This is an optimization exercise on Yosys and OpenROAD, whose aim is a short achievable clock period and few clock cycles, not a production implementation. No functional check of the RTL was part of any run shown here. Power and IR drop assume default switching activity.

**flow/run.sh**
```bash
#!/bin/bash
# synth_recipe.tcl (not shown) runs the flow's synth.tcl, then flattens the netlist and writes it again
# the make line also repeats each setting of config.mk as NAME=value (left out here)
make -C /OpenROAD-flow-scripts/flow DESIGN_CONFIG=/design/flow/config.mk WORK_HOME=/design/flow/orfs CLKGATE_MAP_FILE= SYNTH_SCRIPT=/design/flow/synth_recipe.tcl finish
```
**flow/config.mk**
```make
export PLATFORM = sky130hd
export DESIGN_NAME = main
export DESIGN_NICKNAME = main
export VERILOG_FILES = /design/flow/design.v
export SDC_FILE = /design/flow/constraint.sdc
export NUM_CORES = 4
export LEC_CHECK = 0
export ABC_CLOCK_PERIOD_IN_PS = 1800
export CAP_MARGIN = 20
export CORE_MARGIN = 2
export CORE_UTILIZATION = 40
export GPL_TIMING_DRIVEN = 1
export SETUP_SLACK_MARGIN = 4.2
export SLEW_MARGIN = 20
export TNS_END_PERCENT = 100
```
**flow/constraint.sdc**
```tcl
create_clock -name core_clock -period 5.5 [get_ports {clk}]
set_input_delay 1.1000 -clock core_clock [delete_from_list [all_inputs] [get_ports {clk}]]
set_output_delay 1.1000 -clock core_clock [all_outputs]
set_load 0.01 [all_outputs]
```
**flow/design.v**
```verilog
module main(clk, rst, mem_rdata, mem_addr, mem_wdata, mem_we);
	input clk, rst;
	input [15:0] mem_rdata;       
	output [7:0] mem_addr;
	output [7:0] mem_wdata;
	output mem_we;
	reg k_fetch, k_ld, k_st, k_bip;
	reg [7:0] a_oth, a_m;
	reg a_selm;
	reg [7:0] wdata_q;
	reg we_q;
	reg [7:0] fpc_oth, fpc_m;
	reg fpc_selm;
	reg fpc_bip;                       
	reg [2:0] ld_rd;
	reg smc_q;                         
	reg [7:0] smc_a;                   
	reg [63:0] rf;
	reg fz, fc;
	reg [7:0] res_q;                   
	reg [2:0] res_wa;
	reg res_we;
	reg dv;
	reg [15:0] ir;
	reg [7:0] d_fa1, e_fa1;             
	reg [7:0] d_fa2_q;                 
	reg [7:0] oh_n, oh_d, oh_m;        
	reg [7:0] ext_q;                   
	reg [7:0] d_fa;
	reg d_pred;
	reg mE_n, mE_d, mE_m, mR_n, mR_d, mR_m;
	reg v;
	reg [7:0] e_fa;
	reg e_wr, e_setf, e_arith, e_sub, e_and, e_or, e_xor, e_shf, e_passb;
	reg e_ld, e_st, e_bc, e_pred;
	reg [1:0] e_cc;
	reg [2:0] e_rd;
	reg [7:0] e_alt;
	reg [5:0] e_off;
	reg [7:0] opA, opB, opS;
	reg [2:0] iA, iB, iS;
	reg uA, uB, uS;
	reg [7:0] rsel;
	reg [7:0] smask;
	reg [7:0] am_o, ao_o;
	wire [7:0] addr = am_o | ao_o;
	wire [7:0] fpc = fpc_selm ? fpc_m : fpc_oth;
	reg [7:0] addr_o;                  
	assign mem_addr = addr_o;
	assign mem_wdata = wdata_q;
	assign mem_we = we_q;
	wire adv = ~(k_ld | k_st);
	wire exec = v & adv & ~smc_q;
	wire [7:0] A = opA;
	wire [7:0] B = opB;
	wire [7:0] S = opS;
	wire [8:0] sum;
	wire co;
	cla8 alu_add(.a(A), .b(B), .cin(e_sub), .s(sum[7:0]), .co(co));
	assign sum[8] = co;
	wire [7:0] mar = sum[7:0];
	wire [7:0] cz = {A[6:0] | B[6:0], e_sub};
	wire z_add = &(~((A ^ cz) ^ B));
	reg [7:0] rot4;
	integer ri, rj;
	always @(*)
		for (ri = 0; ri < 8; ri = ri + 1) begin
			rot4[ri] = 1'b0;
			for (rj = 0; rj < 8; rj = rj + 1)
				rot4[ri] = rot4[ri] | (rsel[rj] & A[(ri - rj + 8) % 8]);
		end
	wire [7:0] r_oth = ({8{e_and}} & (A & B)) | ({8{e_or}} & (A | B)) | ({8{e_xor}} & (A ^ B)) |
	                   ({8{e_shf}} & rot4 & smask) | ({8{e_passb}} & B);
	wire [7:0] result = e_arith ? sum[7:0] : r_oth;
	wire z_new = e_arith ? z_add : ~|r_oth;
	wire c_new = e_arith & (sum[8] ^ e_sub);
	reg taken_e;
	always @(*)
		case (e_cc)
			2'b00: taken_e = fz;
			2'b01: taken_e = ~fz;
			2'b10: taken_e = fc;
			default: taken_e = ~fc;
		endcase
	wire mispred = exec & e_bc & (taken_e ^ e_pred);
	wire e_mem = exec & (e_ld | e_st);
	wire [15:0] I = ir;
	wire d_alu0 = (I[15:14] == 2'b00);
	wire d_alu1 = (I[15:14] == 2'b01);
	wire d_mem  = (I[15:14] == 2'b10);
	wire d_br   = (I[15:14] == 2'b11);
	wire d_imm  = I[11];
	wire d_mov  = d_alu0 & (I[13:12] == 2'b11) & d_imm;
	wire d_sub  = d_alu0 & (I[13:12] == 2'b01 || I[13:12] == 2'b10);
	wire d_cmp  = d_alu0 & (I[13:12] == 2'b10);
	wire d_logic = d_alu1 & (I[13:11] <= 3'd2);
	wire d_shift = d_alu1 & (I[13:11] >= 3'd3);
	wire d_bl   = d_br & (I[13:12] == 2'b01);
	wire d_bc   = d_br & (I[13:12] == 2'b11);
	wire d_st   = d_mem & ~I[13];
	wire d_wr   = (d_alu0 & ~d_cmp) | d_alu1 | d_bl;
	wire [7:0] d_fa2 = d_fa2_q;
	wire [7:0] d_target = {2'b00, I[5:0]};
	wire [7:0] ext = ext_q;
	function [7:0] rf_read;
		input [7:0] oh;
		input [63:0] r;
		integer k;
		begin
			rf_read = 8'd0;
			for (k = 0; k < 8; k = k + 1)
				rf_read = rf_read | ({8{oh[k]}} & r[k*8 +: 8]);
		end
	endfunction
	wire [7:0] rRn = mR_n ? res_q : rf_read(oh_n, rf);
	wire [7:0] rRd = mR_d ? res_q : rf_read(oh_d, rf);
	wire [7:0] rRm = mR_m ? res_q : rf_read(oh_m, rf);
	wire [7:0] vRn = (exec & mE_n) ? result : rRn;
	wire [7:0] vRd = (exec & mE_d) ? result : rRd;
	wire [7:0] vRm = (exec & mE_m) ? result : rRm;
	wire selA_rd = (d_alu0 & d_imm) | d_shift;
	wire selA_0  = d_mem & I[12];
	wire [2:0] d_iA = selA_rd ? I[10:8] : I[7:5];
	wire d_uA = (d_alu0 & ~d_mov) | d_alu1 | (d_mem & ~I[12]);
	wire d_uB = (d_alu0 & ~d_imm) | d_logic;
	wire d_uS = d_st;
	wire bpA = exec & (selA_rd ? mE_d : mE_n) & ~selA_0;
	wire bpB = exec & mE_m & ~d_mem & ~d_br & ~(d_alu0 & d_imm);
	wire bpS = exec & mE_d;
	wire [7:0] rA = selA_rd ? rRd : rRn;
	wire [7:0] oB0 = d_mem ? {2'b00, I[11], I[4:0]} :
	                 d_br  ? d_fa2 :
	                 (d_alu0 & d_imm) ? ext : rRm;
	wire [7:0] oB = d_sub ? ~oB0 : oB0;
	wire [7:0] d_opA = ({8{bpA & e_arith}} & sum[7:0]) | ({8{bpA & ~e_arith}} & r_oth) |
	                   ({8{~bpA & ~selA_0}} & rA);
	wire [7:0] d_opB = ({8{bpB & e_arith & ~d_sub}} & sum[7:0]) | ({8{bpB & e_arith & d_sub}} & ~sum[7:0]) |
	                   ({8{bpB & ~e_arith & ~d_sub}} & r_oth) | ({8{bpB & ~e_arith & d_sub}} & ~r_oth) |
	                   ({8{~bpB}} & oB);
	wire [7:0] d_opS = ({8{bpS & e_arith}} & sum[7:0]) | ({8{bpS & ~e_arith}} & r_oth) | ({8{~bpS}} & rRd);
	wire d_right = (I[13:11] == 3'b100) | (I[13:11] == 3'b110) | (I[13:11] == 3'b111);
	wire d_rotop = (I[13:11] == 3'b011) | (I[13:11] == 3'b100);
	wire [2:0] d_ramt = d_right ? (3'd0 - ext[2:0]) : ext[2:0];
	wire d_zero = d_rotop ? (ext[7:4] != 4'd0) : (ext[7:3] != 5'd0);
	wire d_full = d_rotop & ~ext[3] & (ext[7:4] == 4'd0);
	wire [7:0] d_mask = d_zero ? 8'h00 : d_full ? 8'hFF :
	                    d_right ? (8'hFF >> ext[2:0]) : (8'hFF << ext[2:0]);
	wire [15:0] M = mem_rdata;
	wire f_br = (M[15:14] == 2'b11);
	wire f_bi = f_br & (M[13:12] == 2'b10);
	wire f_bc = f_br & (M[13:12] == 2'b11);
	wire f_pbne = f_bc & (M[11:10] == 2'b01);
	wire f_jump = f_br & ~(M[13] & M[12] & ~f_pbne);    
	function [7:0] inc8;
		input [7:0] x;
		integer k;
		begin
			for (k = 0; k < 8; k = k + 1)
				inc8[k] = x[k] ^ ((x & ((8'd1 << k) - 8'd1)) == ((8'd1 << k) - 8'd1));
		end
	endfunction
	wire [7:0] a_oth2 = {inc8({1'b0, a_oth[7:1]}), a_oth[0]};
	wire [7:0] a_m2 = {inc8({1'b0, a_m[7:1]}), a_m[0]};
	wire [7:0] fa2 = a_selm ? a_m2 : a_oth2;
	wire [7:0] m_a = {M[7:6] & {2{k_bip}}, M[5:0]};
	wire own_selm = (k_fetch & f_jump) | k_bip;
	wire [7:0] own_oth = k_fetch ? fa2 : fpc;
	wire own_bip = k_fetch ? f_bi : (~k_bip & fpc_bip);
	wire next_e_st = adv ? (dv & (ir[15:13] == 3'b100)) : (v & e_st);
	wire hitE = v & ((a_oth == e_fa) | (a_oth == e_fa1));
	wire hitD = dv & ((a_oth == d_fa) | (a_oth == d_fa1));
	wire [7:0] ld_data = mem_rdata[7:0];
	wire [7:0] n_oth_e = ~adv ? fpc :
	                     smc_q ? smc_a :
	                     mispred ? e_alt : own_oth;
	wire n_selm = adv & ~smc_q & ~mispred & ~e_mem & own_selm;
	always @(posedge clk) begin
		if (rst) begin
			a_oth <= 8'd0;
			a_selm <= 1'b0;
			ao_o <= 8'd0;
			am_o <= 8'd0;
			addr_o <= 8'd0;
		end else begin
			a_oth <= e_mem ? mar : n_oth_e;
			a_selm <= n_selm;
			ao_o <= e_mem ? mar : (n_selm ? 8'd0 : n_oth_e);
			am_o <= n_selm ? m_a : 8'd0;
			addr_o <= e_mem ? mar : (n_selm ? m_a : n_oth_e);
		end
		wdata_q <= S;
	end
	integer i;
	always @(posedge clk) begin
		if (rst) begin
			k_fetch <= 1'b1; k_ld <= 1'b0; k_st <= 1'b0; k_bip <= 1'b0;
			smc_q <= 1'b0;
			we_q <= 1'b0;
			v <= 1'b0;
			dv <= 1'b0;
			fpc_bip <= 1'b0;
			res_we <= 1'b0;
			fz <= 1'b0; fc <= 1'b0;
			rf <= {8'd0, 8'd6, 8'd5, 8'd4, 8'd3, 8'd2, 8'd1, 8'd0};
			res_q <= 8'd0; res_wa <= 3'd0; e_fa <= 8'd0; e_fa1 <= 8'd0; d_fa1 <= 8'd0;
			ir <= 16'd0; d_fa <= 8'd0; d_fa2_q <= 8'd0; ext_q <= 8'd0;
			oh_n <= 8'd0; oh_d <= 8'd0; oh_m <= 8'd0;
			opA <= 8'd0; opB <= 8'd0; opS <= 8'd0;
			e_arith <= 1'b0; e_sub <= 1'b0; e_and <= 1'b0; e_or <= 1'b0; e_xor <= 1'b0; e_shf <= 1'b0; e_passb <= 1'b0;
			rsel <= 8'd0; smask <= 8'd0;
		end else begin
			if (res_we) begin
				for (i = 0; i < 8; i = i + 1)
					if (res_wa == i) rf[i*8 +: 8] <= res_q;
			end
			res_we <= (exec & e_wr) | k_ld;
			res_wa <= k_ld ? ld_rd : e_rd;
			res_q <= k_ld ? ld_data : result;
			if (exec & e_setf) begin
				fz <= z_new;
				fc <= c_new;
			end
			we_q <= 1'b0;
			a_m <= m_a;
			if (adv) begin
				smc_q <= 1'b0;
				v <= dv & ~mispred;
				e_fa <= d_fa;
				e_fa1 <= d_fa1;
				e_wr <= d_wr;
				e_setf <= d_alu0 | d_alu1;
				e_arith <= (d_alu0 & ~d_mov) | d_mem;
				e_sub <= d_sub;
				e_and <= d_alu1 & (I[13:11] == 3'b000);
				e_or  <= d_alu1 & (I[13:11] == 3'b001);
				e_xor <= d_alu1 & (I[13:11] == 3'b010);
				e_shf <= d_shift;
				e_passb <= d_mov | d_bl;
				e_ld <= d_mem & I[13];
				e_st <= d_st;
				e_bc <= d_bc;
				e_pred <= d_pred;
				e_cc <= I[11:10];
				e_rd <= I[10:8];
				e_alt <= d_pred ? d_fa2 : d_target;
				e_off <= {I[11], I[4:0]};
				opA <= d_opA;
				opB <= d_opB;
				opS <= d_opS;
				iA <= d_iA; iB <= I[2:0]; iS <= I[10:8];
				uA <= d_uA; uB <= d_uB; uS <= d_uS;
				rsel <= 8'd1 << d_ramt;
				smask <= d_mask;
				dv <= k_fetch & ~mispred;
				ir <= M;
				d_fa2_q <= fa2;
				d_fa1 <= a_selm ? inc8(a_m) : inc8(a_oth);
				oh_n <= 8'd1 << M[7:5];
				oh_d <= 8'd1 << M[10:8];
				oh_m <= 8'd1 << M[2:0];
				ext_q <= {3'b000, M[4:0]} << M[7:5];
				d_fa <= addr;
				d_pred <= f_pbne;
				mE_n <= d_wr & (I[10:8] == M[7:5]);
				mE_d <= d_wr & (I[10:8] == M[10:8]);
				mE_m <= d_wr & (I[10:8] == M[2:0]);
				mR_n <= exec & e_wr & (e_rd == M[7:5]);
				mR_d <= exec & e_wr & (e_rd == M[10:8]);
				mR_m <= exec & e_wr & (e_rd == M[2:0]);
				fpc_oth <= own_oth;
				fpc_m <= m_a;
				fpc_selm <= own_selm;
				fpc_bip <= own_bip;
				if (smc_q) begin
					v <= 1'b0;
					dv <= 1'b0;
					k_fetch <= 1'b1; k_ld <= 1'b0; k_st <= 1'b0; k_bip <= 1'b0;
				end else if (mispred) begin
					k_fetch <= 1'b1; k_ld <= 1'b0; k_st <= 1'b0; k_bip <= 1'b0;
				end else if (e_mem) begin
					we_q <= e_st;
					ld_rd <= e_rd;
					k_fetch <= 1'b0; k_ld <= e_ld; k_st <= e_st; k_bip <= 1'b0;
				end else begin
					if (own_bip & next_e_st) begin
						k_fetch <= 1'b0; k_ld <= 1'b0; k_st <= 1'b0; k_bip <= 1'b0;
					end else begin
						k_fetch <= ~own_bip; k_ld <= 1'b0; k_st <= 1'b0; k_bip <= own_bip;
					end
				end
			end else begin
				mR_n <= k_ld & (ld_rd == ir[7:5]);
				mR_d <= k_ld & (ld_rd == ir[10:8]);
				mR_m <= k_ld & (ld_rd == ir[2:0]);
				if (k_ld) begin
					if (uA & (iA == ld_rd)) opA <= ld_data;
					if (uB & (iB == ld_rd)) opB <= e_sub ? ~ld_data : ld_data;
					if (uS & (iS == ld_rd)) opS <= ld_data;
				end
				smc_q <= k_st & (hitE | hitD);
				smc_a <= v ? e_fa : d_fa;       
				if (fpc_bip & next_e_st) begin
					k_fetch <= 1'b0; k_ld <= 1'b0; k_st <= 1'b0; k_bip <= 1'b0;
				end else begin
					k_fetch <= ~fpc_bip; k_ld <= 1'b0; k_st <= 1'b0; k_bip <= fpc_bip;
				end
			end
		end
	end
endmodule
module cla8(a, b, cin, s, co);
	input [7:0] a, b;
	input cin;
	output [7:0] s;
	output co;
	wire [7:0] g0 = a & b;
	wire [7:0] t0 = a | b;
	wire [7:0] g1, t1, g2, t2, g3, t3;
	genvar i;
	generate
		for (i = 0; i < 8; i = i + 1) begin : pre
			if (i >= 1) begin : l1
				assign g1[i] = g0[i] | (t0[i] & g0[i-1]);
				assign t1[i] = t0[i] & t0[i-1];
			end else begin : l1z
				assign g1[i] = g0[i];
				assign t1[i] = t0[i];
			end
			if (i >= 2) begin : l2
				assign g2[i] = g1[i] | (t1[i] & g1[i-2]);
				assign t2[i] = t1[i] & t1[i-2];
			end else begin : l2z
				assign g2[i] = g1[i];
				assign t2[i] = t1[i];
			end
			if (i >= 4) begin : l3
				assign g3[i] = g2[i] | (t2[i] & g2[i-4]);
				assign t3[i] = t2[i] & t2[i-4];
			end else begin : l3z
				assign g3[i] = g2[i];
				assign t3[i] = t2[i];
			end
		end
	endgenerate
	wire [8:0] c = {g3 | (t3 & {8{cin}}), cin};
	assign s = (a ^ c[7:0]) ^ b;
	assign co = c[8];
endmodule
```
==> reports/metrics.sh, run 1 <==
SYNTH_LARGEST_TYPE_AREA_FRACTION=0.296
DETAILEDROUTE.FIRSTITERATIONVIOLATIONS=2954
STATIC-LEAKAGE-POWER_nW=10.1
CTS_TREE='built'
LARGEST_REG_FLOPS=64
ROUTABILITYCONGESTION=0.929
PORT_BUFFERS=34
NUM_VIAS=19829
MAX_SLEW.WORST_PIN.SLEW_NS=0.825
CAP_VIOL_MAX_COUNT=0
CP.ARRIVAL_NS=3.01
DP.CELLS=2513
NUM-NETS-FINAL=2381
SETUP.WORST_PATH.CLASS='register to register'
CRITICAL_PATH_REQUIRED_NS=5.97
REGISTERS.TOP_BY_FF_COUNT='rf'
SYNTHESIS.AREA_PER_INSTANCE_UM2=8.63
WHS_NS=0.357
FINAL-SETUP-VIOL-COUNT=0
DIEHEIGHT_UM=214
SYNTH_LARGEST_AREA_CELL='sky130_fd_sc_hd__dfxtp_1'
CLOCK-ROOT-BUFFER='sky130_fd_sc_hd__clkbuf_16'
TIMING.MAX_SLEW.REL_SLACK=0.450
TIMING.CRITICAL_PATH.FROM_TYPE='register'
YOSYS.CELL_TYPES.COUNT=88
HOLD_PATH.STARTPOINT='opS[1]$_SDFFE_PP0P_'
YOSYSWARNINGS=1
GRT_START_MAX_NET_PINS=53
DIE-WIDTH_UM=214
SETUP-TNS-FINAL_NS=0
STARTPOINT='ir[13]$_SDFFE_PP0N_'
FINALPOWER_mW=7.86
TRITONCTS_NUM_SINKS=331
GRT_PASS1_WL_UM=116000
HOLD_VIOL_FINAL=0
WORST_HOLD_PATH_CELLS=0
GRT_SETUP_UNREPAIRED='yes'
WIRE_PER_INST_UM=30.7
ROW_COUNT=77
R2R_SLACK_NS=2.95
GRT-OVFL-TOTAL=0
CORE_UM2=43900
WORSTREG2REGSTART='ir[13]$_SDFFE_PP0N_'
LAYOUT-DRIVE-GT1-SHARE=0.431
FMAX_MHz=393
REG2REG_DEPTH=9
CRITICAL_PATH.TOP_DELAY_FAMILY='compound AO/OA/AOI/OAI gates'
SLOWEST_DELAY_NS=0.45
SYNTH-SEQ-AREA-SHARE=0.413
CTS.CLK_SLEW.WORST_PATHS_NS=0.06
MULTI_INPUT_COMB_AREA_UM2=12500
POST_CTS_HOLD_BUFFER_COUNT=0
CELL_AREA_POWER_DENSITY_nW_PER_UM2=289
DRT-PASS1-ITER-COUNT=14
NUMCTSBUFFERS=39
GLOBAL_ROUTE.USAGE.TOTAL=0.335
SLOWEST_STAGE='sky130_fd_sc_hd__a22oi_2'
INITIAL_ANTENNA_VIOLATION_COUNT=3
CTS.HTREE.LEVELS=2
VIAS_PER_CELL=6.73
SETUP.WORST_PATH.END_CLASS='register'
YS_SEQ_ELEMENTS=331
CP_MAX_FO=6
IOPINCOUNT=35
DRT_DRC_VIOLATIONS_LEFT=0
CRITICAL_PATH.N_BUFFERS_INVERTERS=3
HPWL_UM=43000
FINAL.FILL_COUNT=3190
AREAGROWTHSYNTHTOFINISH_PCT=53.5
START_UTIL=0.403
WL_UM=90400
SYNTH_MOST_COMMON_CELL='sky130_fd_sc_hd__nand2_1'
WORST_IR_DROP_VDD_mV=0.243
SLEW_VIOLATIONS=0
SEQ_AREA_UM2=7490
NETLIST_INSTANCES=2053
TIMING.FINAL.CRIT_PERIOD_NS=2.55
SYNTH.CELL_AREA_UM2=17700
NETLIST_TOP_CELLS_COUNT='sky130_fd_sc_hd__nand2_1 (292), sky130_fd_sc_hd__dfxtp_1 (262), sky130_fd_sc_hd__a21oi_1 (175), sky130_fd_sc_hd__nor2_1 (147)'
DIEAREA_UM2=46000
LARGESTREGISTERS='rf (64), ir (16)'
TIMING.CRITICAL_PATH.CELLS='inv_6 > ha_4 > or3b_4 > a22oi_2 > or2_4 > buf_6 > buf_12 > mux2i_1 > a221o_1'
FIN_WORST_SKEW_NS=0.0353
SYNTH_ENABLE_FLOP_CELLS=69
WORSTSKEWPAIRLATENCY_NS=0.60
R2R_END='opA[0]$_SDFFE_PP0P_'
GRT_PASS1_VIAS=18087
FIN_CRIT_SH=0.463
WORSTHOLDPATHTYPE='register to register'
LAYOUTNONFILLERINSTCOUNT=2947
RUN_STATUS='finished clean'
DOMINANTREGCELLSYNTH='sky130_fd_sc_hd__dfxtp_1'
TIMING.HOLD.WORST_ENDPOINT='wdata_q[1]$_DFF_P_'
ANTENNA_NETS_POST_ROUTE=0
SYNTH_TOP_CELLS_BY_AREA='sky130_fd_sc_hd__dfxtp_1 (30%), sky130_fd_sc_hd__edfxtp_1 (12%), sky130_fd_sc_hd__nand2_1 (6.2%), sky130_fd_sc_hd__a22oi_1 (5.3%), sky130_fd_sc_hd__a21oi_1 (4.9%)'
CLOCKBUFFERDEPTH=3
ASYNC_SET_OR_RESET_REGISTER_RATIO_AFTER_SYNTHESIS=0
==> power by group <==
part,switching [mW],internal [mW]
logic,1.14,1.03
clock network,1.15,1.58
registers,0.296,2.67
total,2.58,5.28
==> placed cells by master, fill, tap and decap left out, types with 20 or more instances in the layout <==
cell | Yosys | layout
sky130_fd_sc_hd__nand2_1 | 292 | 226
sky130_fd_sc_hd__dfxtp_1 | 262 | 194
sky130_fd_sc_hd__buf_4 | 6 | 191
sky130_fd_sc_hd__a22oi_1 | 125 | 119
sky130_fd_sc_hd__nor2_1 | 147 | 114
sky130_fd_sc_hd__a21oi_1 | 175 | 108
sky130_fd_sc_hd__buf_6 | 1 | 102
sky130_fd_sc_hd__edfxtp_1 | 69 | 69
sky130_fd_sc_hd__xnor2_1 | 78 | 67
sky130_fd_sc_hd__a21oi_2 | 0 | 63
sky130_fd_sc_hd__mux2i_1 | 73 | 52
sky130_fd_sc_hd__nand2_4 | 0 | 51
sky130_fd_sc_hd__clkbuf_16 | 0 | 44
sky130_fd_sc_hd__buf_12 | 0 | 43
sky130_fd_sc_hd__xor2_1 | 39 | 36
sky130_fd_sc_hd__nand4_1 | 36 | 36
sky130_fd_sc_hd__dfxtp_4 | 0 | 36
sky130_fd_sc_hd__nand3_1 | 44 | 35
sky130_fd_sc_hd__nor3_1 | 58 | 33
sky130_fd_sc_hd__dfxtp_2 | 0 | 32
sky130_fd_sc_hd__buf_16 | 0 | 32
sky130_fd_sc_hd__nor2_4 | 0 | 28
sky130_fd_sc_hd__o21ai_0 | 61 | 24
sky130_fd_sc_hd__mux2_2 | 26 | 22
sky130_fd_sc_hd__inv_1 | 41 | 21
sky130_fd_sc_hd__ha_4 | 0 | 20
==> routing by layer <==
metal,GRT usage,wire (um),vias to the layer above
met1,0.396,30600,9417
met3,0.0912,11800,668
li1,-,-,7977
met4,0.244,9180,2
met5,0.00417,12,-
met2,0.523,38800,1765
==> final cells by class <==
cell class,count,share of cell area
inverters,43,0.00888
clock buffers,51,0.0387
repair buffers,399,0.177
repair inverters,9,0.00506
well taps,592,0.0273
flip-flops and latches,331,0.276
diodes,2,0.000184
multi-input cells,1501,0.459
clock inverters,19,0.00842
==> how the worst max path moves through the flow <==
stage               cells past startpoint             endpoint  slack (ns)
detailed placement                      5  opB[5]$_SDFFE_PP0P_        2.21
CTS                                     9  opS[4]$_SDFFE_PP0P_        3.32
floorplan                               8  opA[4]$_SDFFE_PP0P_        3.32
global route                           10  a_oth[5]$_SDFF_PP0_        2.80
global placement                        5  opB[5]$_SDFFE_PP0P_        2.32
finish                                  9  opA[0]$_SDFFE_PP0P_        2.95
==> what timing repair did <==
item	in CTS	in global routing
resized for setup	730	301
setup endpoints to repair	389	336
setup buffers	224	88
pin swaps	169	162
cloned	39	11
==> cells by family (layout without fill, tap and decap cells) <==
family,count (synthesis),after routing,share of synthesized area
AO/OA/AOI/OAI,538,538,0.203
XOR/XNOR,120,120,0.0612
adder cells (fa/ha/maj),39,39,0.0280
buffers and inverters,229,521,0.0528
flip-flops,331,331,0.413
multiplexers,100,100,0.0586
other,0,2,0
AND/OR/NAND/NOR,696,704,0.183
==> per-stage QoR <==
| stage | setup WS (ns) | util | cell area [um^2] |
|---|---|---|---|
| after floorplan | 3.32 | - | 18800 |
| after global placement | 2.32 | 0.427 | 18700 |
| after detailed placement | 2.21 | 0.427 | 18700 |
| after CTS | 3.32 | 0.569 | 25000 |
| after global routing | 2.80 | 0.619 | 27200 |
| final | 2.95 | 0.619 | 27200 |
==> run 2, diff against run 1 <==
--- a/flow/design.v
+++ b/flow/design.v
@@ -30,4 +30,5 @@
 	reg d_pred;
 	reg mE_n, mE_d, mE_m, mR_n, mR_d, mR_m;
+	reg q_selA_rd, q_selA_0, q_sub, q_mem, q_br, q_aimm, q_bA, q_bB;
 	reg v;
 	reg [7:0] e_fa;
@@ -119,22 +120,22 @@
 	wire [7:0] vRd = (exec & mE_d) ? result : rRd;
 	wire [7:0] vRm = (exec & mE_m) ? result : rRm;
-	wire selA_rd = (d_alu0 & d_imm) | d_shift;
-	wire selA_0  = d_mem & I[12];
+	wire selA_rd = q_selA_rd;
+	wire selA_0  = q_selA_0;
 	wire [2:0] d_iA = selA_rd ? I[10:8] : I[7:5];
 	wire d_uA = (d_alu0 & ~d_mov) | d_alu1 | (d_mem & ~I[12]);
 	wire d_uB = (d_alu0 & ~d_imm) | d_logic;
 	wire d_uS = d_st;
-	wire bpA = exec & (selA_rd ? mE_d : mE_n) & ~selA_0;
-	wire bpB = exec & mE_m & ~d_mem & ~d_br & ~(d_alu0 & d_imm);
+	wire bpA = exec & q_bA;
+	wire bpB = exec & q_bB;
 	wire bpS = exec & mE_d;
 	wire [7:0] rA = selA_rd ? rRd : rRn;
-	wire [7:0] oB0 = d_mem ? {2'b00, I[11], I[4:0]} :
-	                 d_br  ? d_fa2 :
-	                 (d_alu0 & d_imm) ? ext : rRm;
-	wire [7:0] oB = d_sub ? ~oB0 : oB0;
+	wire [7:0] oB0 = q_mem ? {2'b00, I[11], I[4:0]} :
+	                 q_br  ? d_fa2 :
+	                 q_aimm ? ext : rRm;
+	wire [7:0] oB = q_sub ? ~oB0 : oB0;
 	wire [7:0] d_opA = ({8{bpA & e_arith}} & sum[7:0]) | ({8{bpA & ~e_arith}} & r_oth) |
 	                   ({8{~bpA & ~selA_0}} & rA);
-	wire [7:0] d_opB = ({8{bpB & e_arith & ~d_sub}} & sum[7:0]) | ({8{bpB & e_arith & d_sub}} & ~sum[7:0]) |
-	                   ({8{bpB & ~e_arith & ~d_sub}} & r_oth) | ({8{bpB & ~e_arith & d_sub}} & ~r_oth) |
+	wire [7:0] d_opB = ({8{bpB & e_arith & ~q_sub}} & sum[7:0]) | ({8{bpB & e_arith & q_sub}} & ~sum[7:0]) |
+	                   ({8{bpB & ~e_arith & ~q_sub}} & r_oth) | ({8{bpB & ~e_arith & q_sub}} & ~r_oth) |
 	                   ({8{~bpB}} & oB);
 	wire [7:0] d_opS = ({8{bpS & e_arith}} & sum[7:0]) | ({8{bpS & ~e_arith}} & r_oth) | ({8{~bpS}} & rRd);
@@ -150,5 +151,5 @@
 	wire f_bi = f_br & (M[13:12] == 2'b10);
 	wire f_bc = f_br & (M[13:12] == 2'b11);
-	wire f_pbne = f_bc & (M[11:10] == 2'b01);
+	wire f_pbne = f_bc & M[10];                         
 	wire f_jump = f_br & ~(M[13] & M[12] & ~f_pbne);    
 	function [7:0] inc8;
@@ -163,4 +164,7 @@
 	wire [7:0] a_m2 = {inc8({1'b0, a_m[7:1]}), a_m[0]};
 	wire [7:0] fa2 = a_selm ? a_m2 : a_oth2;
+	wire f_aimm = (M[15:14] == 2'b00) & M[11];
+	wire f_selA_rd = f_aimm | ((M[15:14] == 2'b01) & (M[13:11] >= 3'd3));
+	wire f_selA_0 = (M[15:14] == 2'b10) & M[12];
 	wire [7:0] m_a = {M[7:6] & {2{k_bip}}, M[5:0]};
 	wire own_selm = (k_fetch & f_jump) | k_bip;
@@ -204,4 +208,6 @@
 			rf <= {8'd0, 8'd6, 8'd5, 8'd4, 8'd3, 8'd2, 8'd1, 8'd0};
 			res_q <= 8'd0; res_wa <= 3'd0; e_fa <= 8'd0; e_fa1 <= 8'd0; d_fa1 <= 8'd0;
+			q_selA_rd <= 1'b0; q_selA_0 <= 1'b0; q_sub <= 1'b0; q_mem <= 1'b0; q_br <= 1'b0;
+			q_aimm <= 1'b0; q_bA <= 1'b0; q_bB <= 1'b0;
 			ir <= 16'd0; d_fa <= 8'd0; d_fa2_q <= 8'd0; ext_q <= 8'd0;
 			oh_n <= 8'd0; oh_d <= 8'd0; oh_m <= 8'd0;
@@ -262,4 +268,12 @@
 				d_fa <= addr;
 				d_pred <= f_pbne;
+				q_selA_rd <= f_selA_rd;
+				q_selA_0 <= f_selA_0;
+				q_sub <= (M[15:14] == 2'b00) & (M[13:12] == 2'b01 || M[13:12] == 2'b10);
+				q_mem <= (M[15:14] == 2'b10);
+				q_br <= (M[15:14] == 2'b11);
+				q_aimm <= f_aimm;
+				q_bA <= d_wr & (I[10:8] == (f_selA_rd ? M[10:8] : M[7:5])) & ~f_selA_0;
+				q_bB <= d_wr & (I[10:8] == M[2:0]) & ~M[15] & ~f_aimm;
 				mE_n <= d_wr & (I[10:8] == M[7:5]);
 				mE_d <= d_wr & (I[10:8] == M[10:8]);
--- a/flow/config.mk
+++ b/flow/config.mk
@@ -11,5 +11,5 @@
 export CORE_UTILIZATION = 40
 export GPL_TIMING_DRIVEN = 1
-export SETUP_SLACK_MARGIN = 4.2
+export SETUP_SLACK_MARGIN = 3.6
 export SLEW_MARGIN = 20
 export TNS_END_PERCENT = 100
==> run 2 against run 1 <==
Still clean on timing, DRC and antenna. Non-clock buffer count is 229 lower. Register-to-register slack better by 0.15 ns. Via count shrank 19%. Cell area down 19%. Worst hold slack got worse by 0.0085 ns. Power is 11% lower. Global-route usage down 6.8 points. Core utilization is 11 points lower.
==> reports/metrics.sh, run 2 <==
CTS.CLK_SLEW.WORST_PATHS_NS=0.06
DRT-PASS1-ITER-COUNT=7
SYNTHESIS.AREA_PER_INSTANCE_UM2=8.65
MULTI_INPUT_COMB_AREA_UM2=10400
CP.ARRIVAL_NS=2.85
NUM-NETS-FINAL=2129
CTS_TREE='built'
COMMONEST_NON_FILL_NON_TAP_CELLS_IN_THE_LAYOUT='sky130_fd_sc_hd__nand2_1 (297), sky130_fd_sc_hd__dfxtp_1 (221), sky130_fd_sc_hd__a21oi_1 (161)'
NUM_VIAS=16142
SYNTH-SEQ-AREA-SHARE=0.421
CP-ENDPOINT='addr_o[7]$_SDFF_PP0_'
R2R_SLACK_NS=3.10
DIE-WIDTH_UM=214
CRITICAL_PATH_CELL_COUNT=10
NETLIST_INSTANCES=2038
R2R_END='addr_o[7]$_SDFF_PP0_'
DP.CELLS=2496
SLOWEST_STAGE='sky130_fd_sc_hd__dfxtp_4'
WORSTSKEWPAIRLATENCY_NS=0.57
ASYNC_SET_OR_RESET_REGISTER_RATIO_AFTER_SYNTHESIS=0
DPL_CELL_AREA_UM2=18400
PORT_BUFFERS=34
GRT_SETUP_UNREPAIRED='yes'
CRITICAL_PATH_REQUIRED_NS=5.95
VIAS_PER_CELL=6.01
DP_WORST_SETUP_SLACK_NS=2.05
LAYOUT_COMMONEST_CELL='sky130_fd_sc_hd__nand2_1'
LARGEST_REG_FLOPS=64
IOPINCOUNT=35
DIEAREA_UM2=45800
CORE_UM2=43300
FIN_WORST_SKEW_NS=0.0285
STARTPOINT='opA[0]$_SDFFE_PP0P_'
HPWL_UM=40900
CRITICAL_PATH.N_BUFFERS_INVERTERS=2
CLOCKBUFFERDEPTH=3
SEQ_AREA_UM2=7530
WL_UM=64200
SYNTH_ENABLE_FLOP_CELLS=67
NUMCTSBUFFERS=39
TIMING.MAX_SLEW.REL_SLACK=0.500
CRITICAL_PATH.TOP_DELAY_FAMILY='compound AO/OA/AOI/OAI gates'
YOSYSWARNINGS=1
FINAL.FILL_COUNT=3910
DOMINANTREGCELLSYNTH='sky130_fd_sc_hd__dfxtp_1'
TIMING.CRITICAL_PATH.CELLS='inv_4 > ha_4 > nand2b_4 > a2111o_1 > and2_4 > o41ai_4 > xor2_2 > a222oi_1 > buf_4 > o21bai_1'
SYNTH_TOP_CELLS_BY_AREA='sky130_fd_sc_hd__dfxtp_1 (31%), sky130_fd_sc_hd__edfxtp_1 (11%), sky130_fd_sc_hd__nand2_1 (6.5%), sky130_fd_sc_hd__a22oi_1 (5.7%), sky130_fd_sc_hd__a21oi_1 (4.9%)'
ROUTABILITYCONGESTION=0.956
FMAX_MHz=417
MAX_SLEW.WORST_PIN.SLEW_NS=0.750
NUMBER_OF_DIODES_ADDED_FOR_ANTENNA_FIXING=0
CTS.HTREE.LEVELS=2
FIN_CRIT_SH=0.436
WORST_IR_DROP_VDD_mV=0.214
SETUP-TNS-FINAL_NS=0
DRT_DRC_VIOLATIONS_LEFT=0
HOLD_VIOL_FINAL=0
AREAGROWTHSYNTHTOFINISH_PCT=25.1
GRT-OVFL-TOTAL=0
SYNTH_LARGEST_TYPE_AREA_FRACTION=0.307
INITIAL_ANTENNA_VIOLATION_COUNT=1
YS_SEQ_ELEMENTS=337
REGISTERS.TOP_BY_FF_COUNT='rf'
GRT_START_MAX_NET_PINS=82
STATIC-LEAKAGE-POWER_nW=7.93
WIRE_PER_INST_UM=23.9
WORSTREG2REGSTART='opA[0]$_SDFFE_PP0P_'
CP_MAX_FO=4
TIMING.FINAL.CRIT_PERIOD_NS=2.40
SYNTH_LARGEST_AREA_CELL='sky130_fd_sc_hd__dfxtp_1'
GLOBAL_ROUTE.USAGE.TOTAL=0.267
DETAILEDROUTE.FIRSTITERATIONVIOLATIONS=1791
FINAL-SETUP-VIOL-COUNT=0
ANTENNA_NETS_POST_ROUTE=0
SLEW_VIOLATIONS=0
CAP_VIOL_MAX_COUNT=0
YOSYS.CELL_TYPES.COUNT=79
START_UTIL=0.407
POST-ROUTE-CELL-AREA_UM2=22000
ROW_COUNT=76
GRT_PASS1_WL_UM=95000
WORSTHOLDPATHTYPE='register to register'
FINALPOWER_mW=7.02
NETLIST_TOP_CELLS_COUNT='sky130_fd_sc_hd__nand2_1 (304), sky130_fd_sc_hd__dfxtp_1 (270), sky130_fd_sc_hd__a21oi_1 (174), sky130_fd_sc_hd__nor2_1 (143), sky130_fd_sc_hd__clkbuf_1 (138)'
SETUP.WORST_PATH.CLASS='register to register'
RUN_STATUS='finished clean'
DIEHEIGHT_UM=214
SETUP.WORST_PATH.END_CLASS='register'
LAYOUTNONFILLERINSTCOUNT=2684
CELL_AREA_POWER_DENSITY_nW_PER_UM2=319
TRITONCTS_NUM_SINKS=337
REG2REG_DEPTH=10
SYNTH_MOST_COMMON_CELL='sky130_fd_sc_hd__nand2_1'
SYNTH.CELL_AREA_UM2=17600
TIMING.CRITICAL_PATH.FROM_TYPE='register'
GRT_PASS1_VIAS=15314
LARGESTREGISTERS='rf (64), ir (16)'
SLOWEST_DELAY_NS=0.39
FINAL_CRITICAL_PATH_SETUP_SLACK_NS=3.10
CLOCK-ROOT-BUFFER='sky130_fd_sc_hd__clkbuf_16'
LAYOUT-DRIVE-GT1-SHARE=0.237
run 2: changes by cell type after synthesis, moves of 10 or more:
cell	previous run	this run
sky130_fd_sc_hd__buf_2	36	16
sky130_fd_sc_hd__clkbuf_1	125	138
sky130_fd_sc_hd__nand2_1	292	304
sky130_fd_sc_hd__a221oi_1	6	16
sky130_fd_sc_hd__a22oi_1	125	135
sky130_fd_sc_hd__o21ai_0	61	51
run 2: worst min-delay path by stage:
stage	startpoint	end	cells after the start
final	opS[0]$_SDFFE_PP0P_	wdata_q[0]$_DFF_P_	0
after CTS	opS[0]$_SDFFE_PP0P_	wdata_q[0]$_DFF_P_	0
after detailed placement	opS[7]$_SDFFE_PP0P_	wdata_q[7]$_DFF_P_	0
after global placement	opS[7]$_SDFFE_PP0P_	wdata_q[7]$_DFF_P_	0
after global routing	opS[7]$_SDFFE_PP0P_	wdata_q[7]$_DFF_P_	0
after floorplan	opS[4]$_SDFFE_PP0P_	wdata_q[4]$_DFF_P_	0
run 2: metrics by stage:
step	hold WS [ns]	util
global route	0.352	0.510
global placement	0.350	0.426
detailed placement	0.348	0.426
floorplan	0.326	-
CTS	0.351	0.494
finish	0.348	0.510
run 2: logic make-up after synthesis:
kind of cell | Yosys count | synth area share
buffers and inverters | 227 | 0.0499
AO/OA/AOI/OAI | 520 | 0.198
flip-flops | 337 | 0.421
adder cells (fa/ha/maj) | 42 | 0.0302
XOR/XNOR | 118 | 0.0595
AND/OR/NAND/NOR | 686 | 0.178
multiplexers | 108 | 0.0641
run 2: repair_timing:
item                       4_1_cts  5_1_grt
cloned                           5        4
setup endpoints to repair      306      160
pin swaps                       58       36
hold buffers                     0        0
gates resized for setup        346       92
buffers inserted                76       32
run 2: per-layer routing:
metal	part of all wire	global-route usage
met5	0	0
met4	0.050	0.134
met3	0.077	0.0479
met2	0.47	0.441
met1	0.40	0.334
run 2: worst reg2reg max path, delay by kind of cell (launching register included):
| kind | cells | cell delay [ns] |
|---|---|---|
| compound gates | 4 | 1.05 |
| flops | 1 | 0.39 |
| simple gates | 2 | 0.32 |
| buf+inv | 2 | 0.22 |
| xor+xnor | 1 | 0.18 |
| fa+ha+maj | 1 | 0.15 |
run 2: power by group:
group,switching (mW),internal [mW]
Combinational,0.683,0.579
Clock,1.11,1.70
Sequential,0.248,2.71
Total,2.04,4.98
run 2: cell type report:
| class | instances | share of cell area |
|---|---|---|
| Timing Repair Buffer | 170 | 0.0817 |
| Sequential cell | 337 | 0.342 |
| Timing Repair inverter | 1 | 0.000397 |
| Clock buffer | 49 | 0.0493 |
| Clock inverter | 22 | 0.0134 |
| Tap cell | 585 | 0.0332 |
| Multi-Input combinational cell | 1475 | 0.470 |
| Inverter | 45 | 0.0100 |
==> run 3, diff against run 2 <==
--- a/flow/design.v
+++ b/flow/design.v
@@ -60,5 +60,7 @@
 	cla8 alu_add(.a(A), .b(B), .cin(e_sub), .s(sum[7:0]), .co(co));
 	assign sum[8] = co;
-	wire [7:0] mar = sum[7:0];
+	wire [7:0] mar;
+	wire mar_co;
+	cla8 adr_add(.a(A), .b(B), .cin(1'b0), .s(mar), .co(mar_co));
 	wire [7:0] cz = {A[6:0] | B[6:0], e_sub};
 	wire z_add = &(~((A ^ cz) ^ B));
==> run 3 against run 2 <==
Still clean on timing, DRC and antenna. Global-route usage up 1.9 points. Clock skew increased by 0.0021 ns. Sequential power fell by 2%. Non-clock buffer count increased by 42. Register-to-register slack got worse by 0.05 ns. Setup slack worse by 0.053 ns. Sequential share of layout area shrank 0.82 points. Largest cell class unchanged.
==> reports/metrics.sh, run 3 <==
IOPINCOUNT=35
ROUTABILITYCONGESTION=0.943
SYNTH_TOP_CELLS_BY_AREA='sky130_fd_sc_hd__dfxtp_1 (31%), sky130_fd_sc_hd__edfxtp_1 (11%), sky130_fd_sc_hd__nand2_1 (6.5%), sky130_fd_sc_hd__a22oi_1 (5.2%), sky130_fd_sc_hd__a21oi_1 (4.9%)'
CP_MAX_FO=5
TRITONCTS_NUM_SINKS=337
YS_SEQ_ELEMENTS=337
YOSYS.CELL_TYPES.COUNT=79
WHS_NS=0.355
P_SW_FRAC=0.304
VIAS_PER_CELL=6.16
WIRE_PER_INST_UM=25.6
CTS.HTREE.LEVELS=2
GRT_PASS1_VIAS=16037
FINALPOWER_mW=6.55
DRT_DRC_VIOLATIONS_LEFT=0
CELL_AREA_POWER_DENSITY_nW_PER_UM2=290
NUMCTSBUFFERS=38
WORSTSKEWPAIRLATENCY_NS=0.58
NETLIST_INSTANCES=2068
TIMING.FINAL.CRIT_PERIOD_NS=2.45
CORE_UM2=43900
PORT_BUFFERS=34
PROPORTION_OF_POWER_DRAWN_BY_COMBINATIONAL_GATES=0.178
ANTENNA_NETS_POST_ROUTE=0
WL_UM=70700
SLEW_VIOLATIONS=0
SETUP.WORST_PATH.CLASS='register to register'
GRT-OVFL-TOTAL=0
FMAX_MHz=408
FIN_WORST_SKEW_NS=0.0306
SYNTH.CELL_AREA_UM2=17700
DETAILEDROUTE.FIRSTITERATIONVIOLATIONS=2367
YOSYSWARNINGS=1
GRT_PASS1_WL_UM=101000
SYNTH_MOST_COMMON_CELL='sky130_fd_sc_hd__nand2_1'
START_UTIL=0.402
NUM_VIAS=16988
DP_WORST_SETUP_SLACK_NS=2.03
CLOCK-ROOT-BUFFER='sky130_fd_sc_hd__clkbuf_16'
FIN_CRIT_SH=0.446
LAYOUT_COMMONEST_CELL='sky130_fd_sc_hd__nand2_1'
LAYOUT-DRIVE-GT1-SHARE=0.261
SLOWEST_DELAY_NS=0.54
ASYNC_SET_OR_RESET_REGISTER_RATIO_AFTER_SYNTHESIS=0
SLOWEST_STAGE='sky130_fd_sc_hd__or4b_4'
GLOBAL_ROUTE.USAGE.TOTAL=0.286
REGISTERS.TOP_BY_FF_COUNT='rf'
FINAL-SETUP-VIOL-COUNT=0
POWER.INTERNAL_mW=4.56
GRT_SETUP_UNREPAIRED='yes'
GRT_START_MAX_NET_PINS=72
CLKPWRFRAC=0.377
NETLIST_TOP_CELLS_COUNT='sky130_fd_sc_hd__nand2_1 (308), sky130_fd_sc_hd__dfxtp_1 (270), sky130_fd_sc_hd__a21oi_1 (174), sky130_fd_sc_hd__nor2_1 (156), sky130_fd_sc_hd__clkbuf_1 (142)'
MAX_SLEW.WORST_PIN.SLEW_NS=1.08
CTS.CLK_SLEW.WORST_PATHS_NS=0.07
RUN_STATUS='finished clean'
INITIAL_ANTENNA_VIOLATION_COUNT=2
NUM-NETS-FINAL=2198
SETUP.WORST_PATH.END_CLASS='register'
TIMING.CRITICAL_PATH.FROM_TYPE='register'
LARGEST_REG_FLOPS=64
POST_CTS_HOLD_BUFFER_COUNT=0
COMMONEST_NON_FILL_NON_TAP_CELLS_IN_THE_LAYOUT='sky130_fd_sc_hd__nand2_1 (296), sky130_fd_sc_hd__dfxtp_1 (220), sky130_fd_sc_hd__a21oi_1 (154)'
WORST_IR_DROP_VDD_mV=0.208
WORSTHOLDPATHTYPE='register to register'
NUMBER_OF_DIODES_ADDED_FOR_ANTENNA_FIXING=0
POWER.SWITCHING_mW=1.99
SYNTHESIS.AREA_PER_INSTANCE_UM2=8.55
CAP_VIOL_MAX_COUNT=0
TIMING.CRITICAL_PATH.CELLS='inv_2 > ha_4 > or4b_4 > a311o_1 > xor2_2 > a21oi_2 > buf_4 > a211oi_4 > nor4_1'
DRT-PASS1-ITER-COUNT=7
CLOCKBUFFERDEPTH=3
DIE-WIDTH_UM=214
CRITICAL_PATH_REQUIRED_NS=5.93
AREAGROWTHSYNTHTOFINISH_PCT=27.9
STATIC-LEAKAGE-POWER_nW=8.14
SYNTH_ENABLE_FLOP_CELLS=67
ROW_COUNT=77
SYNTH_LARGEST_AREA_CELL='sky130_fd_sc_hd__dfxtp_1'
DIEHEIGHT_UM=214
LARGESTREGISTERS='rf (64), ir (16)'
SYNTH-SEQ-AREA-SHARE=0.420
SEQUENTIALPOWERSHARE=0.445
FINAL_CRITICAL_PATH_SETUP_SLACK_NS=3.05
CP.ARRIVAL_NS=2.88
TIMING.MAX_SLEW.REL_SLACK=0.278
HPWL_UM=42500
DOMINANTREGCELLSYNTH='sky130_fd_sc_hd__dfxtp_1'
CTS_TREE='built'
DIEAREA_UM2=45900
HOLD_VIOL_FINAL=0
SYNTH_LARGEST_TYPE_AREA_FRACTION=0.306
SETUP-TNS-FINAL_NS=0
[run 3: cell count changes after synthesis, moves of 6 or more]
cell                       delta
sky130_fd_sc_hd__a22oi_1     -12
sky130_fd_sc_hd__inv_1        +6
sky130_fd_sc_hd__mux2_2      -11
sky130_fd_sc_hd__nand3_1     -11
sky130_fd_sc_hd__nand4_1      -6
sky130_fd_sc_hd__nor2_1      +13
sky130_fd_sc_hd__nor3_1      +11
sky130_fd_sc_hd__nor4_1       +6
sky130_fd_sc_hd__o211ai_1     +8
sky130_fd_sc_hd__o21ai_0      -7
sky130_fd_sc_hd__o21ai_1     +17
sky130_fd_sc_hd__xor2_1       +7
[run 3: timing repair]
action                     CTS  global route
pin swaps                   56            60
gates resized for setup    371           146
setup endpoints to repair  323           126
cloned                       9             7
buffers inserted            88            58
[run 3: worst paths after layout]
path	slack (ns)	depth (start not counted)	end	start
min reg2reg	0.35	0	wdata_q[7]$_DFF_P_	opS[7]$_SDFFE_PP0P_
min	0.35	0	wdata_q[7]$_DFF_P_	opS[7]$_SDFFE_PP0P_
max reg2reg	3.05	9	opS[5]$_SDFFE_PP0P_	opB[0]$_SDFFE_PP0P_
max	3.05	9	opS[5]$_SDFFE_PP0P_	opB[0]$_SDFFE_PP0P_
[run 3: per-layer routing]
layer,global-route usage,up-vias,part of all wire
li1,-,7576,-
met1,0.361,8094,0.39
met2,0.459,1003,0.45
met3,0.0471,313,0.085
met4,0.174,2,0.073
met5,0,-,0.00024
[run 3: metrics by stage]
step / util / instance area (um^2) / instances
after floorplan: - / 18200 / 2068
after global routing: 0.515 / 22600 / 2759
after detailed placement: 0.420 / 18500 / 2527
after CTS: 0.487 / 21400 / 2694
after global placement: 0.420 / 18500 / 2527
final: 0.515 / 22600 / 2759
[run 3: power by group through the flow]
stage / registers (mW) / clock network [mW] / logic [mW]
2_1_floorplan: 2.80 / 0 / 0.678
3_3_place_gp: 2.96 / 0 / 0.814
3_5_place_dp: 2.96 / 0 / 0.827
4_1_cts: 2.90 / 2.50 / 1.01
5_1_grt: 2.93 / 2.59 / 1.24
6_report: 2.91 / 2.47 / 1.17
[run 3: cell type report]
type                    instances  area (um^2)
clock inverters                20          148
repair inverters                2         13.8
flip-flops and latches        337         7540
clock buffers                  50         1050
well taps                     592          741
multi-input cells            1494        10600
repair buffers                212         2250
fillers                      3924        21300
inverters                      52          246
[run 3: cells by family after synthesis]
logic type | after synthesis | synth area share
AOI/OAI and AO/OA | 533 | 0.200
DFF | 337 | 0.420
xor gates and xnor gates | 121 | 0.0600
buffers and inverters | 240 | 0.0523
and+or+nand+nor | 694 | 0.178
adders and majority gates | 43 | 0.0313
muxes | 100 | 0.0584
[run 3: critical path, delay by kind of cell (launching register included)]
kind | cells | cell delay (ns)
AOI/OAI and AO/OA | 3 | 0.65
buffers and inverters | 2 | 0.24
and+or+nand+nor | 2 | 0.60
DFF | 1 | 0.41
adders and majority gates | 1 | 0.16
xor gates and xnor gates | 1 | 0.25
==> run 4, diff against run 3 <==
--- a/flow/config.mk
+++ b/flow/config.mk
@@ -13,3 +13,5 @@
 export SETUP_SLACK_MARGIN = 3.6
 export SLEW_MARGIN = 20
+export SYNTH_HIERARCHICAL = 1
+export SYNTH_MINIMUM_KEEP_SIZE = 0
 export TNS_END_PERCENT = 100
==> run 4 against run 3 <==
Global-route usage down 1.6 points. Synthesized cell count grew 1.6%. Non-clock buffer count decreased by 14. Core utilization fell by 1.2 points. Still clean. Flip-flop and latch count did not move. Die area rose by 2.6%. Critical endpoint is now opS[7]$_SDFFE_PP0P_. Worst hold slack worse by 0.0040 ns. Sequential power is 2% higher. Power up 7.7%. Critical path type unchanged. Count of clock-buffer cells in the layout up 5.
==> reports/metrics.sh, run 4 <==
RUN_STATUS='finished clean'
NUM_VIAS=16648
POST_CTS_HOLD_BUFFER_COUNT=0
GRT_PASS1_VIAS=16185
AREAGROWTHSYNTHTOFINISH_PCT=24.8
GRT_PASS1_WL_UM=98500
R2R_SLACK_NS=3.08
PROPORTION_OF_POWER_DRAWN_BY_COMBINATIONAL_GATES=0.200
TRITONCTS_NUM_SINKS=337
DETAILEDROUTE.FIRSTITERATIONVIOLATIONS=1991
CLKPWRFRAC=0.379
WL_UM=65100
WORST_IR_DROP_VDD_mV=0.212
SLEW_VIOLATIONS=0
IOPINCOUNT=35
ANTENNA_NETS_POST_ROUTE=0
REG2REG_DEPTH=9
CP_MAX_FO=5
CTS_TREE='built'
CAP_VIOL_MAX_COUNT=0
WIRE_PER_INST_UM=23.4
DP_WORST_SETUP_SLACK_NS=2.25
REGISTERS.TOP_BY_FF_COUNT='rf'
DIE-WIDTH_UM=217
HPWL_UM=41300
ROUTABILITYCONGESTION=0.916
FIN_WORST_SKEW_NS=0.0223
NUM-NETS-FINAL=2216
LARGESTREGISTERS='rf (64), ir (16)'
DIEHEIGHT_UM=217
WORSTREG2REGSTART='opA[0]$_SDFFE_PP0P_'
TIMING.CRITICAL_PATH.FROM_TYPE='register'
GRT_SETUP_UNREPAIRED='yes'
POWER.SWITCHING_mW=2.16
TIMING.HOLD.WORST_ENDPOINT='wdata_q[3]$_DFF_P_'
GLOBAL_ROUTE.USAGE.TOTAL=0.270
CORE_UM2=45100
STATIC-LEAKAGE-POWER_nW=8.21
SETUP-TNS-FINAL_NS=0
NETLIST_INSTANCES=2101
CELL_AREA_POWER_DENSITY_nW_PER_UM2=312
DRT-PASS1-ITER-COUNT=6
VIAS_PER_CELL=5.98
DPL_CELL_AREA_UM2=19000
SEQUENTIALPOWERSHARE=0.421
CLOCKBUFFERDEPTH=3
WORSTSKEWPAIRLATENCY_NS=0.59
INITIAL_ANTENNA_VIOLATION_COUNT=0
MAX_SLEW.WORST_PIN.SLEW_NS=0.991
SETUP.WORST_PATH.END_CLASS='register'
CLOCK-ROOT-BUFFER='sky130_fd_sc_hd__clkbuf_16'
FIN_CRIT_SH=0.440
CRITICAL_PATH_REQUIRED_NS=5.98
R2R_END='opS[7]$_SDFFE_PP0P_'
P_SW_FRAC=0.306
NUMBER_OF_DIODES_ADDED_FOR_ANTENNA_FIXING=0
CP.ARRIVAL_NS=2.90
SETUP.WORST_PATH.CLASS='register to register'
COMMONEST_NON_FILL_NON_TAP_CELLS_IN_THE_LAYOUT='sky130_fd_sc_hd__nand2_1 (286), sky130_fd_sc_hd__dfxtp_1 (224), sky130_fd_sc_hd__a21oi_1 (165)'
DIEAREA_UM2=47100
NUMCTSBUFFERS=39
YOSYSWARNINGS=7
GRT-OVFL-TOTAL=0
FINAL-SETUP-VIOL-COUNT=0
DRT_DRC_VIOLATIONS_LEFT=0
PORT_BUFFERS=34
FINAL_CRITICAL_PATH_SETUP_SLACK_NS=3.08
TIMING.MAX_SLEW.REL_SLACK=0.334
FINALCOREUTILIZATION=0.502
LAYOUT_COMMONEST_CELL='sky130_fd_sc_hd__nand2_1'
ROW_COUNT=78
WORSTHOLDPATHTYPE='register to register'
LARGEST_REG_FLOPS=64
SYNTH.CELL_AREA_UM2=18100
TIMING.FINAL.CRIT_PERIOD_NS=2.42
LAYOUT-DRIVE-GT1-SHARE=0.234
HOLD_VIOL_FINAL=0
SYNTHESIS.AREA_PER_INSTANCE_UM2=8.64
FINAL.FILL_COUNT=4149
START_UTIL=0.402
FMAX_MHz=413
GRT_START_MAX_NET_PINS=96
POWER.INTERNAL_mW=4.90
WORST_HOLD_PATH_CELLS=0
CTS.HTREE.LEVELS=2
HOLD_PATH.STARTPOINT='opS[3]$_SDFFE_PP0P_'
POST-ROUTE-CELL-AREA_UM2=22600
CTS.CLK_SLEW.WORST_PATHS_NS=0.06
==> run 4: layout make-up <==
cell class	instances	area, um^2	area share
multi-input cells	1520	10900	0.482
flip-flops and latches	337	7530	0.333
repair buffers	198	1880	0.0829
clock buffers	55	1120	0.0493
well taps	600	751	0.0331
inverters	59	245	0.0108
clock inverters	17	213	0.00939
==> run 4: metrics by stage <==
step / hold WS [ns] / power, mW / instances
final: 0.351 / 7.06 / 2786
after floorplan: 0.331 / 3.72 / 2102
after global routing: 0.364 / 7.33 / 2786
after CTS: 0.359 / 6.98 / 2750
after global placement: 0.347 / 4.06 / 2573
after detailed placement: 0.351 / 4.08 / 2573
==> run 4: worst max path at each step <==
stage	to	start	slack (ns)
final	opS[7]$_SDFFE_PP0P_	opA[0]$_SDFFE_PP0P_	3.08
after global routing	opS[7]$_SDFFE_PP0P_	opA[0]$_SDFFE_PP0P_	2.98
after CTS	mem_we	k_st$_SDFF_PP0_	3.13
after global placement	addr_o[5]$_SDFF_PP0_	mem_rdata[13]	2.34
after floorplan	opB[0]$_SDFFE_PP0P_	rst	2.86
after detailed placement	q_bA$_SDFFE_PP0P_	mem_rdata[12]	2.25
==> run 4: power groups by stage <==
stage | Combinational, mW | Sequential [mW] | Clock, mW
6_report | 1.41 | 2.97 | 2.67
5_1_grt | 1.52 | 2.99 | 2.82
4_1_cts | 1.30 | 2.96 | 2.71
3_5_place_dp | 1.04 | 3.05 | 0
3_3_place_gp | 1.02 | 3.04 | 0
2_1_floorplan | 0.862 | 2.86 | 0
==> run 4: timing repair <==
item / CTS / global route
endpoints found under the setup margin: 299 / 174
gates resized for setup: 327 / 99
setup buffers: 100 / 35
cloned: 5 / 1
pin swaps: 74 / 55
==> run 4: critical path, stage by stage (launching register included) <==
cell and delay (ns):
sky130_fd_sc_hd__dfxtp_4 0.36, sky130_fd_sc_hd__maj3_2 0.35, sky130_fd_sc_hd__o21ai_4 0.20, sky130_fd_sc_hd__a21oi_4 0.11, sky130_fd_sc_hd__a31o_1 0.21, sky130_fd_sc_hd__nor4_4 0.39
sky130_fd_sc_hd__inv_1 0.10, sky130_fd_sc_hd__a21oi_2 0.18, sky130_fd_sc_hd__a211oi_1 0.10, sky130_fd_sc_hd__a2111oi_1 0.31
==> run 4: layer usage <==
metal,wire [um],global-route usage,vias to the layer above
met5,0,0,-
met3,3670,0.0377,183
met1,26800,0.335,8126
li1,-,-,7664
met2,31600,0.466,675
met4,2910,0.118,0
==> run 5, diff against run 4 <==
--- a/flow/design.v
+++ b/flow/design.v
@@ -60,7 +60,5 @@
 	cla8 alu_add(.a(A), .b(B), .cin(e_sub), .s(sum[7:0]), .co(co));
 	assign sum[8] = co;
-	wire [7:0] mar;
-	wire mar_co;
-	cla8 adr_add(.a(A), .b(B), .cin(1'b0), .s(mar), .co(mar_co));
+	wire [7:0] mar = sum[7:0];
 	wire [7:0] cz = {A[6:0] | B[6:0], e_sub};
 	wire z_add = &(~((A ^ cz) ^ B));
==> run 5 against run 4 <==
Still clean. Cell area fell by 2.1%. Sequential share of layout area is 0.67 points higher. Via count shrank 1.7%. Setup slack worse by 0.11 ns. Flip-flop and latch count is the same. Power decreased by 7.2%. Clock power down 7%. Synthesized cell count fell by 2.0%. Count of clock-buffer cells in the layout unchanged. Critical path type unchanged. Critical endpoint unchanged. Largest power group unchanged.
==> reports/metrics.sh, run 5 <==
WORSTREG2REGSTART='opA[3]$_SDFFE_PP0P_'
SYNTH_MOST_COMMON_CELL='sky130_fd_sc_hd__nand2_1'
ASYNC_SET_OR_RESET_REGISTER_RATIO_AFTER_SYNTHESIS=0
LAYOUT-DRIVE-GT1-SHARE=0.231
NETLIST_TOP_CELLS_COUNT='sky130_fd_sc_hd__nand2_1 (294), sky130_fd_sc_hd__dfxtp_1 (270), sky130_fd_sc_hd__a21oi_1 (175), sky130_fd_sc_hd__clkbuf_1 (148), sky130_fd_sc_hd__a22oi_1 (147)'
FIN_CRIT_SH=0.460
DRT_DRC_VIOLATIONS_LEFT=0
DOMINANTREGCELLSYNTH='sky130_fd_sc_hd__dfxtp_1'
POST_CTS_HOLD_BUFFER_COUNT=0
WHS_NS=0.342
GRT_PASS1_VIAS=15220
SLEW_VIOLATIONS=0
YOSYS.CELL_TYPES.COUNT=85
CLOCK-ROOT-BUFFER='sky130_fd_sc_hd__clkbuf_16'
R2R_SLACK_NS=2.97
COMMONEST_NON_FILL_NON_TAP_CELLS_IN_THE_LAYOUT='sky130_fd_sc_hd__nand2_1 (290), sky130_fd_sc_hd__dfxtp_1 (225), sky130_fd_sc_hd__a21oi_1 (163)'
HPWL_UM=40800
VIAS_PER_CELL=6.02
FINAL.FILL_COUNT=4057
CRITICAL_PATH_REQUIRED_NS=5.94
SYNTH_LARGEST_AREA_CELL='sky130_fd_sc_hd__dfxtp_1'
GRT.MET2_USAGE=0.434
SYNTH-SEQ-AREA-SHARE=0.419
CAP_VIOL_MAX_COUNT=0
SETUP-TNS-FINAL_NS=0
FINAL-SETUP-VIOL-COUNT=0
LARGEST_REG_FLOPS=64
NUMBER_OF_DIODES_ADDED_FOR_ANTENNA_FIXING=0
FMAX_MHz=395
TIMING.CRITICAL_PATH.CELLS='nor2_4 > or3_4 > a21oi_4 > a31o_1 > nor4_4 > and2_4 > a211oi_4 > nor2_1 > o21ai_2 > a31oi_1'
STARTPOINT='opA[3]$_SDFFE_PP0P_'
CP-ENDPOINT='opS[7]$_SDFFE_PP0P_'
CRITICAL_PATH.TOP_DELAY_FAMILY='compound AO/OA/AOI/OAI gates'
REG2REG_DEPTH=10
START_UTIL=0.403
GRT_SETUP_UNREPAIRED='yes'
STATIC-LEAKAGE-POWER_nW=7.89
FINALCOREUTILIZATION=0.505
INITIAL_ANTENNA_VIOLATION_COUNT=1
CP_MAX_FO=6
CLOCKBUFFERDEPTH=3
MAX_SLEW.WORST_PIN.SLEW_NS=0.963
SYNTH_ENABLE_FLOP_CELLS=67
CTS_TREE='built'
DIEHEIGHT_UM=214
TRITONCTS_NUM_SINKS=337
ROW_COUNT=77
GRT_UTIL_MET1=0.339
SETUP.WORST_PATH.CLASS='register to register'
RUN_STATUS='finished clean'
TIMING.MAX_SLEW.REL_SLACK=0.355
DIEAREA_UM2=46000
CORE_UM2=43900
DETAILEDROUTE.FIRSTITERATIONVIOLATIONS=1660
NETLIST_INSTANCES=2059
ANTENNA_NETS_POST_ROUTE=0
CRITICAL_PATH.N_BUFFERS_INVERTERS=0
TOP_USAGE_LAYER='met2'
CRITICAL_PATH_CELL_COUNT=10
GLOBAL_ROUTE.USAGE.TOTAL=0.263
ROUTABILITYCONGESTION=0.932
WORSTHOLDPATHTYPE='register to register'
CTS.HTREE.LEVELS=2
YS_SEQ_ELEMENTS=337
SYNTH_TOP_CELLS_BY_AREA='sky130_fd_sc_hd__dfxtp_1 (31%), sky130_fd_sc_hd__edfxtp_1 (11%), sky130_fd_sc_hd__a22oi_1 (6.2%), sky130_fd_sc_hd__nand2_1 (6.2%), sky130_fd_sc_hd__a21oi_1 (4.9%)'
NUM_VIAS=16368
SETUP.WORST_PATH.END_CLASS='register'
NUM-NETS-FINAL=2160
SLOWEST_STAGE='sky130_fd_sc_hd__a211oi_4'
DIE-WIDTH_UM=214
LARGESTREGISTERS='rf (64), ir (16)'
CELL_AREA_POWER_DENSITY_nW_PER_UM2=295
YOSYSWARNINGS=7
HOLD_VIOL_FINAL=0
REGISTERS.TOP_BY_FF_COUNT='rf'
GRT_PASS1_WL_UM=94000
R2R_END='opS[7]$_SDFFE_PP0P_'
WIRE_PER_INST_UM=23.3
SLOWEST_DELAY_NS=0.45
IOPINCOUNT=35
TIMING.CRITICAL_PATH.FROM_TYPE='register'
GRT-OVFL-TOTAL=0
LAYOUT_COMMONEST_CELL='sky130_fd_sc_hd__nand2_1'
GRT_START_MAX_NET_PINS=91
FIN_WORST_SKEW_NS=0.0164
DRT-PASS1-ITER-COUNT=6
SYNTH_LARGEST_TYPE_AREA_FRACTION=0.305
CP.ARRIVAL_NS=2.97
CTS.CLK_SLEW.WORST_PATHS_NS=0.06
AREAGROWTHSYNTHTOFINISH_PCT=25.3
GROUTE.LAYER.MET3.USAGE=0.0333
WORST_IR_DROP_VDD_mV=0.206
SYNTH.CELL_AREA_UM2=17700
WORSTSKEWPAIRLATENCY_NS=0.57
TIMING.FINAL.CRIT_PERIOD_NS=2.53
SYNTHESIS.AREA_PER_INSTANCE_UM2=8.60
NUMCTSBUFFERS=37
WL_UM=63200
PORT_BUFFERS=34
## run 5: modules after synthesis (local to each module, per instance)
module	flops+latches	copies in the design	cell area, um^2
cla8	0	1	392
main	337	1	17300
## run 5: cell type report
cell class | instances | area [um^2] | area share
flip-flops and latches | 337 | 7520 | 0.339
multi-input cells | 1506 | 10700 | 0.482
clock inverters | 11 | 88.8 | 0.00401
clock buffers | 55 | 1100 | 0.0495
repair inverters | 1 | 16.3 | 0.000733
repair buffers | 175 | 1780 | 0.0802
well taps | 592 | 741 | 0.0334
inverters | 42 | 246 | 0.0111
## run 5: routing by layer
metal	wire, um	vias up	part of all wire
met4	3460	0	0.055
met3	4200	216	0.066
met5	0	-	0
met2	29700	792	0.47
li1	-	7478	-
met1	25800	7882	0.41
## run 5: cell families (layout without fill, tap and decap cells)
kind of cell | count (synthesis) | in the layout | share of synthesized area
AOI/OAI and AO/OA | 561 | 561 | 0.208
buffers and inverters | 217 | 284 | 0.0480
adders and majority gates | 44 | 44 | 0.0313
muxes | 98 | 98 | 0.0569
xor gates and xnor gates | 121 | 121 | 0.0599
and+or+nand+nor | 681 | 682 | 0.177
DFF | 337 | 337 | 0.419
## run 5: timing repair
action / in CTS / in global routing
resized for setup: 340 / 117
endpoints found under the setup margin: 338 / 192
gates cloned: 5 / 2
setup buffers: 75 / 41
pin swaps: 61 / 64
## run 5: per-stage QoR
step,instance area [um^2],instances,total power [mW],worst slack [ns]
2_1_floorplan,18200,2059,3.49,3.01
3_3_place_gp,18600,2530,3.77,2.07
3_5_place_dp,18600,2530,3.79,2.03
4_1_cts,21400,2676,6.46,3.02
5_1_grt,22200,2719,6.77,2.94
6_report,22200,2719,6.55,2.97
## run 5: worst register-to-register path: cells and delay by family, from the launching register on
family | cells | cell delay (ns)
AO/OA/AOI/OAI | 5 | 1.23
AND/OR/NAND/NOR | 5 | 0.79
flip-flops | 1 | 0.38
## run 5: worst min path at each step
stage | endpoint | slack [ns] | cells past startpoint | from
finish | wdata_q[5]$_DFF_P_ | 0.34 | 0 | opS[5]$_SDFFE_PP0P_
global placement | wdata_q[3]$_DFF_P_ | 0.34 | 0 | opS[3]$_SDFFE_PP0P_
detailed placement | wdata_q[5]$_DFF_P_ | 0.34 | 0 | opS[5]$_SDFFE_PP0P_
floorplan | wdata_q[0]$_DFF_P_ | 0.33 | 0 | opS[0]$_SDFFE_PP0P_
global route | wdata_q[1]$_DFF_P_ | 0.36 | 0 | opS[1]$_SDFFE_PP0P_
CTS | wdata_q[5]$_DFF_P_ | 0.34 | 0 | opS[5]$_SDFFE_PP0P_
## run 5: power by group
group | internal (mW) | switching, mW
logic | 0.546 | 0.611
registers | 2.69 | 0.227
clock network | 1.43 | 1.05

afterwards: timing with drivers on the ports:
The results above use ideal ports. As a check the final layouts listed here were re-extracted and re-timed, cells and wires unchanged.
Step 1 (the two cells are an assumption about what drives the block):
set clk [get_ports {clk}]
set_driving_cell -lib_cell sky130_fd_sc_hd__clkbuf_16 $clk
set_driving_cell -lib_cell sky130_fd_sc_hd__buf_2 [delete_from_list [all_inputs] $clk]
Step 2, shift: input delay + t, output delay - t, t = (earliest + latest rising clock arrival at the registers) / 2. This alone moves slack from input paths to output paths.
a / b / c = ideal / step 1 / step 2; a / b = the first two.
| run | t, ns | slack for setup (ns) | latest minus earliest clock arrival (ns) |
|---|---|---|---|
| run 1 | 0.647 | 2.953 / 2.953 / 2.769 | 0.037 / 0.037 |
| run 2 | 0.610 | 3.102 / 3.102 / 2.837 | 0.032 / 0.032 |
| run 3 | 0.628 | 3.049 / 3.049 / 2.683 | 0.031 / 0.032 |
| run 4 | 0.627 | 3.078 / 3.078 / 2.801 | 0.023 / 0.023 |
| run 5 | 0.611 | 2.967 / 2.967 / 2.693 | 0.022 / 0.023 |
After both steps every run listed still meets setup and hold. The setup slack of run 3, which loses most, moves by 0.000 ns with the drivers and by -0.366 ns with both steps.
